From an optimization exercise on the open Yosys and OpenROAD flow, aimed at small area and a short achievable clock period; shortcuts taken in it are not production practice.
The RTL was checked by simulation tests, not by an equivalence proof against the original design.
The clock input has no modelled driver; a real chip could not lean on it and would need a root buffer or a full tree.

==> inputs of harbor <==
==> flow/design.v <==
module lf_fa(input a, input b, input c, output s, output co);
    assign s  = a ^ b ^ c;
    assign co = (a & b) | (a & c) | (b & c);
endmodule
module lf_inv(input a, output y);
    assign y = ~a;
endmodule
module lf_o21ai(input a1, input a2, input b1, output y);
    assign y = ~((a1 | a2) & b1);
endmodule
module lf_a21oi(input a1, input a2, input b1, output y);
    assign y = ~((a1 & a2) | b1);
endmodule
module lf_a31oi(input a1, input a2, input a3, input b1, output y);
    assign y = ~((a1 & a2 & a3) | b1);
endmodule
module lf_a21o(input a1, input a2, input b1, output y);
    assign y = (a1 & a2) | b1;
endmodule
module lf_nand2(input a, input b, output y);
    assign y = ~(a & b);
endmodule
module lf_dec(input s0, input k, input t0, input t1, input self,
              input load, input data, output n);
    wire sn, a, b, c, e, h, dl;
    lf_inv    g1 (.a(s0), .y(sn));
    lf_o21ai  g2 (.a1(k), .a2(t0), .b1(t1), .y(a));            
    lf_a21oi  g3 (.a1(k), .a2(t0), .b1(t1), .y(b));            
    lf_a31oi  g4 (.a1(self), .a2(sn), .a3(a), .b1(b), .y(c));   
    lf_o21ai  g5 (.a1(k), .a2(t0), .b1(s0), .y(e));            
    lf_a21o   g6 (.a1(b), .a2(e), .b1(load), .y(h));           
    lf_nand2  g7 (.a(data), .b(load), .y(dl));
    lf_o21ai  g8 (.a1(c), .a2(h), .b1(dl), .y(n));
endmodule
module top_module(
    input clk,
    input load,
    input [255:0] data,
    output reg [255:0] q );
    wire [255:0] v0, v1, nxt;
    genvar i, j;
    generate
        for (i = 0; i < 16; i = i + 1) begin : row
            for (j = 0; j < 16; j = j + 1) begin : col
                lf_fa uv (.a(q[((i+15)%16)*16+j]), .b(q[i*16+j]), .c(q[((i+1)%16)*16+j]),
                          .s(v0[i*16+j]), .co(v1[i*16+j]));
            end
            for (j = 0; j < 16; j = j + 1) begin : cl
                localparam M = i*16+j;
                localparam L = i*16+((j+15)%16);
                localparam R = i*16+((j+1)%16);
                wire s0, k, t0, t1;
                lf_fa ul (.a(v0[L]), .b(v0[M]), .c(v0[R]), .s(s0), .co(k));
                lf_fa uh (.a(v1[L]), .b(v1[M]), .c(v1[R]), .s(t0), .co(t1));
                lf_dec ud (.s0(s0), .k(k), .t0(t0), .t1(t1), .self(q[M]),
                           .load(load), .data(data[M]), .n(nxt[M]));
            end
        end
    endgenerate
    always @(posedge clk)
        q <= nxt;
endmodule
==> flow/flow/run.sh <==
#!/bin/bash
# Layout flow: the standard ORFS flow (standard.sh), with
#  - port buffers made from $PORT_BUF instead of the default delay buffer,
#  - after floorplan, cells resized by flow/resize.tcl (flip-flops to a
#    stronger drive, oversized logic gates back to size 1),
#  - after global placement, output port buffers resized to $OUT_BUF
#    by flow/post_gp.tcl,
#  - optionally, clock tree synthesis arguments of our own ($CTS_ARGS),
#  - optionally, timing repair limited to the moves in $MOVES,
#  - optionally, a two-level clock tree of our own (flow/cts_tree.tcl)
#    in place of TritonCTS ($CTS_GRID),
#  - optionally, a buffer tree of our own for the load input ($LOAD_GRID).
# Settings are in flow/opts.sh. Each tool's output goes to its log under
# orfs/logs, and make's output to standard.log here.
set -euo pipefail
here=$(pwd)
source "$here/flow/opts.sh"
{
  echo "export BUFFER_PORTS_ARGS = -buffer_cell $PORT_BUF"
  echo "export POST_FLOORPLAN_TCL = $here/flow/resize.tcl"
  echo "export POST_GLOBAL_PLACE_TCL = $here/flow/post_gp.tcl"
  echo "export FF_CELL = $FF_CELL"
  echo "export OUT_BUF = $OUT_BUF"
  if [[ -n "${V_FA:-}" ]]; then echo "export V_FA = $V_FA"; fi
  if [[ -n "${CTS_ARGS:-}" ]]; then echo "export CTS_ARGS = $CTS_ARGS"; fi
  if [[ -n "${CTS_GRID:-}" ]]; then
    echo "export PRE_CTS_TCL = $here/flow/cts_tree.tcl"
    echo "export CTS_GRID = $CTS_GRID"
    echo "export CTS_LEAF = $CTS_LEAF"
    echo "export CTS_ROOT = $CTS_ROOT"
  fi
  if [[ -n "${LOAD_GRID:-}" ]]; then
    echo "export LOAD_GRID = $LOAD_GRID"
    echo "export LOAD_LEAF = $LOAD_LEAF"
    echo "export LOAD_ROOT = $LOAD_ROOT"
  fi
  if [[ -n "${MOVES:-}" ]]; then
    echo "export SETUP_MOVE_SEQUENCE = $MOVES"
    echo "export SKIP_GATE_CLONING = 1"
    echo "export SKIP_LAST_GASP = 1"
  fi
} >> "$FLOW_CONFIG"
bash standard.sh > standard.log 2>&1
==> flow/flow/cts_tree.tcl <==
# PRE_CTS hook: clock_tree_synthesis replaced by a two-level tree of our
# own. One root buffer ($CTS_ROOT) on the clock port drives $CTS_GRID^2 leaf
# buffers ($CTS_LEAF), each at the centroid of an equal-size group of
# flip-flops formed by position (flow/tree.tcl). Every flip-flop sees the
# same two buffers.
source [file join [file dirname [info script]] tree.tcl]
rename clock_tree_synthesis orfs_clock_tree_synthesis
proc clock_tree_synthesis {args} {
  set block [ord::get_db_block]
  set clk [$block findNet clk]
  $clk setSigType CLOCK
  set root_net [insert_root $clk $::env(CTS_ROOT) clkbuf_root]
  split_net $root_net $::env(CTS_GRID) $::env(CTS_LEAF) clkbuf_leaf
}
==> flow/flow/opts.sh <==
PORT_BUF=sky130_fd_sc_hd__buf_1
FF_CELL=sky130_fd_sc_hd__dfxtp_4
OUT_BUF=sky130_fd_sc_hd__buf_2
CTS_GRID=4
CTS_LEAF=sky130_fd_sc_hd__clkbuf_16
CTS_ROOT=sky130_fd_sc_hd__clkbuf_16
LOAD_GRID=4
LOAD_LEAF=sky130_fd_sc_hd__buf_4
LOAD_ROOT=sky130_fd_sc_hd__buf_8
==> flow/flow/post_gp.tcl <==
# After global placement: output port buffers to $OUT_BUF and, if
# $LOAD_GRID is set, a buffer tree of our own for the load input.
set n 0
foreach inst [[ord::get_db_block] getInsts] {
  set m [[$inst getMaster] getName]
  if {$m eq "sky130_fd_sc_hd__buf_1" && [regexp {^output[0-9]+$} [$inst getName]]} {
    replace_cell [get_cells [$inst getName]] [get_lib_cells $::env(OUT_BUF)]
    incr n
  }
}
puts "post_gp.tcl: $n output buffers to $::env(OUT_BUF)"
if {[info exists ::env(LOAD_GRID)]} {
  source [file join [file dirname [info script]] tree.tcl]
  set block [ord::get_db_block]
  set pnet [[$block findBTerm load] getNet]
  # the port buffer that buffer_ports put on load
  foreach it [$pnet getITerms] {
    if {[$it getIoType] eq "INPUT"} { set ibuf [$it getInst] }
  }
  replace_cell [get_cells [$ibuf getName]] [get_lib_cells $::env(LOAD_ROOT)]
  set lnet [[$ibuf findITerm X] getNet]
  unbuffer_net $lnet
  split_net $lnet $::env(LOAD_GRID) $::env(LOAD_LEAF) loadbuf
}
==> flow/flow/resize.tcl <==
# Resize cells after floorplan: flip-flops to $FF_CELL, the "_2" sizes that
# synthesis picked for single logic gates back to "_1", and (if $V_FA is
# set) the full adders fed straight from the flip-flops to $V_FA.
set n_ff 0
set n_dn 0
set n_fa 0
proc driver_master {iterm} {
  set net [$iterm getNet]
  if {$net eq "NULL"} { return "" }
  foreach it [$net getITerms] {
    if {[$it isOutputSignal]} { return [[[$it getInst] getMaster] getName] }
  }
  return ""
}
set vfa ""
if {[info exists ::env(V_FA)]} { set vfa $::env(V_FA) }
foreach inst [[ord::get_db_block] getInsts] {
  set m [[$inst getMaster] getName]
  set name [$inst getName]
  if {$m eq "sky130_fd_sc_hd__dfxtp_1" && $m ne $::env(FF_CELL)} {
    replace_cell [get_cells $name] [get_lib_cells $::env(FF_CELL)]
    incr n_ff
  } elseif {[regexp {^(sky130_fd_sc_hd__(o41ai|o31ai|a31oi|nor4bb|o21ai|a21oi|nand2|nor2|xnor2|xor2))_2$} $m -> base]} {
    replace_cell [get_cells $name] [get_lib_cells ${base}_1]
    incr n_dn
  } elseif {$m eq "sky130_fd_sc_hd__fa_1" && $vfa ne ""} {
    if {[string match "sky130_fd_sc_hd__dfxtp*" [driver_master [$inst findITerm A]]]} {
      replace_cell [get_cells $name] [get_lib_cells $vfa]
      incr n_fa
    }
  }
}
puts "resize.tcl: $n_ff flip-flops to $::env(FF_CELL), $n_dn gates to size 1, $n_fa adders to $vfa"
==> flow/flow/tree.tcl <==
# Buffer trees of our own for the two nets with a large fanout.
#   split_net NET GRID MASTER PREFIX: the sinks of NET are split by position
#   into GRID x GRID groups of equal size; each group is driven by one new
#   buffer of type MASTER at its centroid, whose input is on NET.
proc tree_sinks {net} {
  set sinks {}
  foreach it [$net getITerms] {
    if {[$it getIoType] eq "INPUT"} {
      set bb [[$it getInst] getBBox]
      lappend sinks [list $it [expr {([$bb xMin] + [$bb xMax]) / 2}] [expr {([$bb yMin] + [$bb yMax]) / 2}]]
    }
  }
  return $sinks
}

proc split_net {net g mname prefix} {
  set block [ord::get_db_block]
  set master [[ord::get_db] findMaster $mname]
  set sinks [tree_sinks $net]
  set n [llength $sinks]
  set bycol [lsort -integer -index 1 $sinks]
  set per_col [expr {int(ceil(double($n) / $g))}]
  set k 0
  for {set c 0} {$c < $g} {incr c} {
    set col [lsort -integer -index 2 [lrange $bycol [expr {$c * $per_col}] [expr {($c + 1) * $per_col - 1}]]]
    set per_row [expr {int(ceil(double([llength $col]) / $g))}]
    for {set r 0} {$r < $g} {incr r} {
      set grp [lrange $col [expr {$r * $per_row}] [expr {($r + 1) * $per_row - 1}]]
      if {[llength $grp] == 0} { continue }
      set sx 0
      set sy 0
      foreach s $grp { set sx [expr {$sx + [lindex $s 1]}]; set sy [expr {$sy + [lindex $s 2]}] }
      set cx [expr {$sx / [llength $grp]}]
      set cy [expr {$sy / [llength $grp]}]
      set buf [odb::dbInst_create $block $master ${prefix}_$k]
      $buf setLocation [expr {$cx - [$master getWidth] / 2}] [expr {$cy - [$master getHeight] / 2}]
      $buf setPlacementStatus PLACED
      set out [odb::dbNet_create $block ${prefix}_net_$k]
      $out setSigType [$net getSigType]
      [$buf findITerm X] connect $out
      foreach s $grp {
        set it [lindex $s 0]
        $it disconnect
        $it connect $out
      }
      [$buf findITerm A] connect $net
      incr k
    }
  }
  puts "tree.tcl: net [$net getName]: $n sinks split over $k $mname buffers"
}

# Insert one buffer of type MASTER between NET's driver and all its sinks;
# returns the new net.
proc insert_root {net mname name} {
  set block [ord::get_db_block]
  set master [[ord::get_db] findMaster $mname]
  set sinks [tree_sinks $net]
  set sx 0
  set sy 0
  foreach s $sinks { set sx [expr {$sx + [lindex $s 1]}]; set sy [expr {$sy + [lindex $s 2]}] }
  set n [llength $sinks]
  set buf [odb::dbInst_create $block $master $name]
  $buf setLocation [expr {$sx / $n - [$master getWidth] / 2}] [expr {$sy / $n - [$master getHeight] / 2}]
  $buf setPlacementStatus PLACED
  set out [odb::dbNet_create $block ${name}_net]
  $out setSigType [$net getSigType]
  foreach s $sinks {
    set it [lindex $s 0]
    $it disconnect
    $it connect $out
  }
  [$buf findITerm X] connect $out
  [$buf findITerm A] connect $net
  return $out
}

# Remove the buffers between NET and its final sinks, so that NET drives
# them all directly again.
proc unbuffer_net {net} {
  set block [ord::get_db_block]
  set removed 0
  set again 1
  while {$again} {
    set again 0
    foreach it [$net getITerms] {
      if {[$it getIoType] ne "INPUT"} { continue }
      set inst [$it getInst]
      if {![regexp {__(buf|clkbuf)_[0-9]+$} [[$inst getMaster] getName]]} { continue }
      set out [[$inst findITerm X] getNet]
      set moved {}
      if {$out ne "NULL"} {
        foreach s [$out getITerms] {
          if {[$s getIoType] eq "INPUT"} { lappend moved $s }
        }
        if {[llength [$out getBTerms]] > 0} { continue }
      }
      foreach s $moved { $s disconnect; $s connect $net }
      odb::dbInst_destroy $inst
      if {$out ne "NULL"} { odb::dbNet_destroy $out }
      incr removed
      set again 1
      break
    }
  }
  set kinds {}
  foreach it [$net getITerms] {
    if {[$it getIoType] eq "INPUT"} { dict incr kinds [[[$it getInst] getMaster] getName] }
  }
  puts "tree.tcl: net [$net getName]: $removed buffers removed; sinks now: $kinds"
}
==> flow/standard.sh <==
#!/bin/bash
# synth_recipe.tcl (not shown) runs the flow's synth.tcl, then flattens the netlist and writes it again
# the make line also repeats each setting of config.mk as NAME=value (left out here)
make -C /OpenROAD-flow-scripts/flow DESIGN_CONFIG=/design/flow/config.mk WORK_HOME=/design/flow/orfs CLKGATE_MAP_FILE= SYNTH_SCRIPT=/design/flow/synth_recipe.tcl "${@:-finish}"
==> flow/config.mk <==
export PLATFORM = sky130hd
export DESIGN_NAME = top_module
export DESIGN_NICKNAME = top_module
export VERILOG_FILES = /design/flow/design.v
export SDC_FILE = /design/flow/constraint.sdc
export NUM_CORES = 4
export LEC_CHECK = 0
export CAP_MARGIN = 20
export CORE_MARGIN = 2
export CORE_UTILIZATION = 60
export SLEW_MARGIN = 20
export SYNTH_HIERARCHICAL = 1
export SYNTH_MINIMUM_KEEP_SIZE = 0
export BUFFER_PORTS_ARGS = -buffer_cell sky130_fd_sc_hd__buf_1
export POST_FLOORPLAN_TCL = /design/flow/flow/resize.tcl
export POST_GLOBAL_PLACE_TCL = /design/flow/flow/post_gp.tcl
export FF_CELL = sky130_fd_sc_hd__dfxtp_4
export OUT_BUF = sky130_fd_sc_hd__buf_2
export PRE_CTS_TCL = /design/flow/flow/cts_tree.tcl
export CTS_GRID = 4
export CTS_LEAF = sky130_fd_sc_hd__clkbuf_16
export CTS_ROOT = sky130_fd_sc_hd__clkbuf_16
export LOAD_GRID = 4
export LOAD_LEAF = sky130_fd_sc_hd__buf_4
export LOAD_ROOT = sky130_fd_sc_hd__buf_8
==> flow/constraint.sdc <==
create_clock -name core_clock -period 5.0 [get_ports {clk}]
set_input_delay 1.0000 -clock core_clock [delete_from_list [all_inputs] [get_ports {clk}]]
set_output_delay 1.0000 -clock core_clock [all_outputs]
set_load 0.01 [all_outputs]
==> inputs of garnet, as changes to harbor <==
--- a/flow/flow/run.sh
+++ b/flow/flow/run.sh
@@ -4,7 +4,7 @@
 #  - after floorplan, cells resized by flow/resize.tcl (flip-flops to a
 #    stronger drive, oversized logic gates back to size 1),
 #  - after global placement, output port buffers resized to $OUT_BUF
-#    by flow/post_gp.tcl,
+#    by flow/post_gp.tcl (and, with $OUT_NEAR, moved toward their flip-flops),
 #  - optionally, clock tree synthesis arguments of our own ($CTS_ARGS),
 #  - optionally, timing repair limited to the moves in $MOVES,
 #  - optionally, a two-level clock tree of our own (flow/cts_tree.tcl)
@@ -22,12 +22,14 @@
   echo "export FF_CELL = $FF_CELL"
   echo "export OUT_BUF = $OUT_BUF"
   if [[ -n "${V_FA:-}" ]]; then echo "export V_FA = $V_FA"; fi
+  if [[ -n "${OUT_NEAR:-}" ]]; then echo "export OUT_NEAR = $OUT_NEAR"; fi
   if [[ -n "${CTS_ARGS:-}" ]]; then echo "export CTS_ARGS = $CTS_ARGS"; fi
   if [[ -n "${CTS_GRID:-}" ]]; then
     echo "export PRE_CTS_TCL = $here/flow/cts_tree.tcl"
     echo "export CTS_GRID = $CTS_GRID"
     echo "export CTS_LEAF = $CTS_LEAF"
     echo "export CTS_ROOT = $CTS_ROOT"
+    echo "export CTS_ROOT_GRID = ${CTS_ROOT_GRID:-1}"
   fi
   if [[ -n "${LOAD_GRID:-}" ]]; then
     echo "export LOAD_GRID = $LOAD_GRID"
==> flow/flow/cts_tree.tcl (replaced) <==
# PRE_CTS hook: clock_tree_synthesis replaced by a two-level tree of our
# own (flow/tree.tcl). The flip-flops are split by position into
# $CTS_ROOT_GRID^2 equal groups, each driven by a root buffer ($CTS_ROOT) on
# the clock port; each group is split again into $CTS_GRID^2 equal groups,
# each driven by a leaf buffer ($CTS_LEAF) at its centroid. Every
# flip-flop sees one root and one leaf buffer.
source [file join [file dirname [info script]] tree.tcl]
rename clock_tree_synthesis orfs_clock_tree_synthesis
proc clock_tree_synthesis {args} {
  set block [ord::get_db_block]
  set clk [$block findNet clk]
  $clk setSigType CLOCK
  if {$::env(CTS_ROOT_GRID) == 1} {
    set roots [list [insert_root $clk $::env(CTS_ROOT) clkbuf_root]]
  } else {
    set roots [split_net $clk $::env(CTS_ROOT_GRID) $::env(CTS_ROOT) clkbuf_root]
  }
  set k 0
  foreach net $roots {
    split_net $net $::env(CTS_GRID) $::env(CTS_LEAF) clkbuf_leaf_$k
    incr k
  }
}
==> flow/flow/opts.sh (replaced) <==
PORT_BUF=sky130_fd_sc_hd__buf_1
FF_CELL=sky130_fd_sc_hd__dfxtp_4
OUT_BUF=sky130_fd_sc_hd__buf_2
CTS_ROOT_GRID=2
CTS_GRID=2
CTS_LEAF=sky130_fd_sc_hd__clkbuf_16
CTS_ROOT=sky130_fd_sc_hd__clkbuf_16
LOAD_GRID=4
LOAD_LEAF=sky130_fd_sc_hd__buf_4
LOAD_ROOT=sky130_fd_sc_hd__buf_8
V_FA=sky130_fd_sc_hd__fa_2
OUT_NEAR=0.5
--- a/flow/flow/post_gp.tcl
+++ b/flow/flow/post_gp.tcl
@@ -9,6 +9,29 @@
   }
 }
 puts "post_gp.tcl: $n output buffers to $::env(OUT_BUF)"
+# If $OUT_NEAR is set, move each output port buffer from the pin to a point
+# $OUT_NEAR of the way from its flip-flop to the pin (detailed placement
+# legalizes it later), so that the flip-flop does not drive the long wire.
+if {[info exists ::env(OUT_NEAR)]} {
+  set moved 0
+  foreach inst [[ord::get_db_block] getInsts] {
+    if {![regexp {^output[0-9]+$} [$inst getName]]} { continue }
+    set a [[$inst findITerm A] getNet]
+    set drv ""
+    foreach it [$a getITerms] {
+      if {[$it isOutputSignal]} { set drv [$it getInst] }
+    }
+    if {$drv eq ""} { continue }
+    set ob [$inst getBBox]
+    set db [$drv getBBox]
+    set f $::env(OUT_NEAR)
+    set x [expr {int([$db xMin] + $f * ([$ob xMin] - [$db xMin]))}]
+    set y [expr {int([$db yMin] + $f * ([$ob yMin] - [$db yMin]))}]
+    $inst setLocation $x $y
+    incr moved
+  }
+  puts "post_gp.tcl: $moved output buffers moved $::env(OUT_NEAR) of the way from their flip-flops"
+}
 if {[info exists ::env(LOAD_GRID)]} {
   source [file join [file dirname [info script]] tree.tcl]
   set block [ord::get_db_block]
--- a/flow/flow/tree.tcl
+++ b/flow/flow/tree.tcl
@@ -21,6 +21,7 @@
   set bycol [lsort -integer -index 1 $sinks]
   set per_col [expr {int(ceil(double($n) / $g))}]
   set k 0
+  set outs {}
   for {set c 0} {$c < $g} {incr c} {
     set col [lsort -integer -index 2 [lrange $bycol [expr {$c * $per_col}] [expr {($c + 1) * $per_col - 1}]]]
     set per_row [expr {int(ceil(double([llength $col]) / $g))}]
@@ -44,10 +45,12 @@
         $it connect $out
       }
       [$buf findITerm A] connect $net
+      lappend outs $out
       incr k
     }
   }
   puts "tree.tcl: net [$net getName]: $n sinks split over $k $mname buffers"
+  return $outs
 }
 
 # Insert one buffer of type MASTER between NET's driver and all its sinks;
Settings changed: CTS_GRID 4 to 2, CTS_ROOT_GRID from default to 2, OUT_NEAR from default to 0.5, V_FA from default to sky130_fd_sc_hd__fa_2.
==> inputs of tundra, as changes to harbor <==
--- a/flow/flow/run.sh
+++ b/flow/flow/run.sh
@@ -28,6 +28,7 @@
     echo "export CTS_GRID = $CTS_GRID"
     echo "export CTS_LEAF = $CTS_LEAF"
     echo "export CTS_ROOT = $CTS_ROOT"
+    echo "export CTS_ROOT_GRID = ${CTS_ROOT_GRID:-1}"
   fi
   if [[ -n "${LOAD_GRID:-}" ]]; then
     echo "export LOAD_GRID = $LOAD_GRID"
==> flow/flow/cts_tree.tcl (replaced) <==
# PRE_CTS hook: clock_tree_synthesis replaced by a two-level tree of our
# own (flow/tree.tcl). The flip-flops are split by position into
# $CTS_ROOT_GRID^2 equal groups, each driven by a root buffer ($CTS_ROOT) on
# the clock port; each group is split again into $CTS_GRID^2 equal groups,
# each driven by a leaf buffer ($CTS_LEAF) at its centroid. Every
# flip-flop sees one root and one leaf buffer.
source [file join [file dirname [info script]] tree.tcl]
rename clock_tree_synthesis orfs_clock_tree_synthesis
proc clock_tree_synthesis {args} {
  set block [ord::get_db_block]
  set clk [$block findNet clk]
  $clk setSigType CLOCK
  if {$::env(CTS_ROOT_GRID) == 1} {
    set roots [list [insert_root $clk $::env(CTS_ROOT) clkbuf_root]]
  } else {
    set roots [split_net $clk $::env(CTS_ROOT_GRID) $::env(CTS_ROOT) clkbuf_root]
  }
  set k 0
  foreach net $roots {
    split_net $net $::env(CTS_GRID) $::env(CTS_LEAF) clkbuf_leaf_$k
    incr k
  }
}
==> flow/flow/opts.sh (replaced) <==
PORT_BUF=sky130_fd_sc_hd__buf_1
FF_CELL=sky130_fd_sc_hd__dfxtp_4
OUT_BUF=sky130_fd_sc_hd__buf_2
CTS_ROOT_GRID=2
CTS_GRID=2
CTS_LEAF=sky130_fd_sc_hd__clkbuf_16
CTS_ROOT=sky130_fd_sc_hd__clkbuf_16
LOAD_GRID=4
LOAD_LEAF=sky130_fd_sc_hd__buf_4
LOAD_ROOT=sky130_fd_sc_hd__buf_8
V_FA=sky130_fd_sc_hd__fa_2
--- a/flow/flow/tree.tcl
+++ b/flow/flow/tree.tcl
@@ -21,6 +21,7 @@
   set bycol [lsort -integer -index 1 $sinks]
   set per_col [expr {int(ceil(double($n) / $g))}]
   set k 0
+  set outs {}
   for {set c 0} {$c < $g} {incr c} {
     set col [lsort -integer -index 2 [lrange $bycol [expr {$c * $per_col}] [expr {($c + 1) * $per_col - 1}]]]
     set per_row [expr {int(ceil(double([llength $col]) / $g))}]
@@ -44,10 +45,12 @@
         $it connect $out
       }
       [$buf findITerm A] connect $net
+      lappend outs $out
       incr k
     }
   }
   puts "tree.tcl: net [$net getName]: $n sinks split over $k $mname buffers"
+  return $outs
 }
 
 # Insert one buffer of type MASTER between NET's driver and all its sinks;
Settings changed: CORE_UTILIZATION 60 to 50, CTS_GRID 4 to 2, CTS_ROOT_GRID from default to 2, V_FA from default to sky130_fd_sc_hd__fa_2.
==> comparison <==
tundra produced a clean layout. harbor passed the timing, DRC and antenna checks. garnet finished with timing, DRC and antenna clean. Routed wire length: harbor is lower than tundra (1.7%). The lowest via count belongs to tundra, the highest to garnet. Between garnet and tundra, the lower global-route usage is in tundra (gap 6.8 points). Clock skew: harbor is lower than tundra (0.010 ns). In garnet the setup slack is better than in harbor, by 0.11 ns. The highest sequential share of layout area belongs to harbor, the lowest to tundra.
==> figures <==
| quantity | tundra | garnet | harbor |
|---|---|---|---|
| Layout cells sized above 1 | 22.23% | 22.23% | 15.09% |
| R2R Path Start | q[128] | q[95] | q[125] |
| Wirelength per Cell | 23.10 um | 24.49 um | 23.57 um |
| Sequential portion of the cell area | 16.61% | 16.70% | 17.04% |
| Global-route usage over all layers | 31.60% | 38.39% | 36.80% |
| Worst Hold Launch | q[32] | q[212] | q[50] |
| Crit Reg-Reg Endpoint | q[113] | q[64] | q[141] |
| Standard cell core area | 0.06320 sq mm | 0.05266 sq mm | 0.05266 sq mm |
| Share of the core filled with cells in the final layout | 57.97% | 69.20% | 67.83% |
| Relative slew slack | 74.76% | 74.77% | 75.67% |
| Result of the run | finished clean | finished clean | finished clean |
| Period utilisation layout | 40.86% | 41.14% | 43.42% |
| Full die area | 0.06610 sq mm | 0.05525 sq mm | 0.05525 sq mm |
| Data required time of the worst path | 5.21 ns | 5.22 ns | 4.00 ns |
In every run of this note, the design's own scripts or RTL, not TritonCTS, make the clock network.

==> afterwards: timing with drivers on the ports <==
Ports are ideal in the flow. The routed layouts listed here were re-timed in OpenROAD.
Step 1: set_driving_cell puts a clkbuf_16 on clk and a buf_2 on each other input, an assumption about the parent block.
Step 2, shift: input delay + t, output delay - t, t = (earliest + latest rising clock arrival at the registers) / 2. This alone moves slack from input paths to output paths.
Slacks: ideal / step 1 / step 2; pairs: ideal / step 1.
run | t, ns | setup slack, ns | worst hold slack (ns) | clock arrival spread, ns | pins driven straight from the clock port
harbor | 0.600 | 2.829 / 2.766 / 2.848 | 0.625 / 0.615 / 0.625 | 0.011 / 0.012 | 1
garnet | 0.465 | 2.943 / 2.887 / 2.780 | 0.627 / 0.627 / 0.627 | 0.020 / 0.020 | 4
tundra | 0.464 | 2.957 / 2.901 / 2.834 | 0.626 / 0.626 / 0.626 | 0.022 / 0.022 | 4
After both steps setup and hold are still met in every run listed. The setup slack of garnet, which loses most, moves by -0.056 ns with the drivers and by -0.163 ns with both steps.
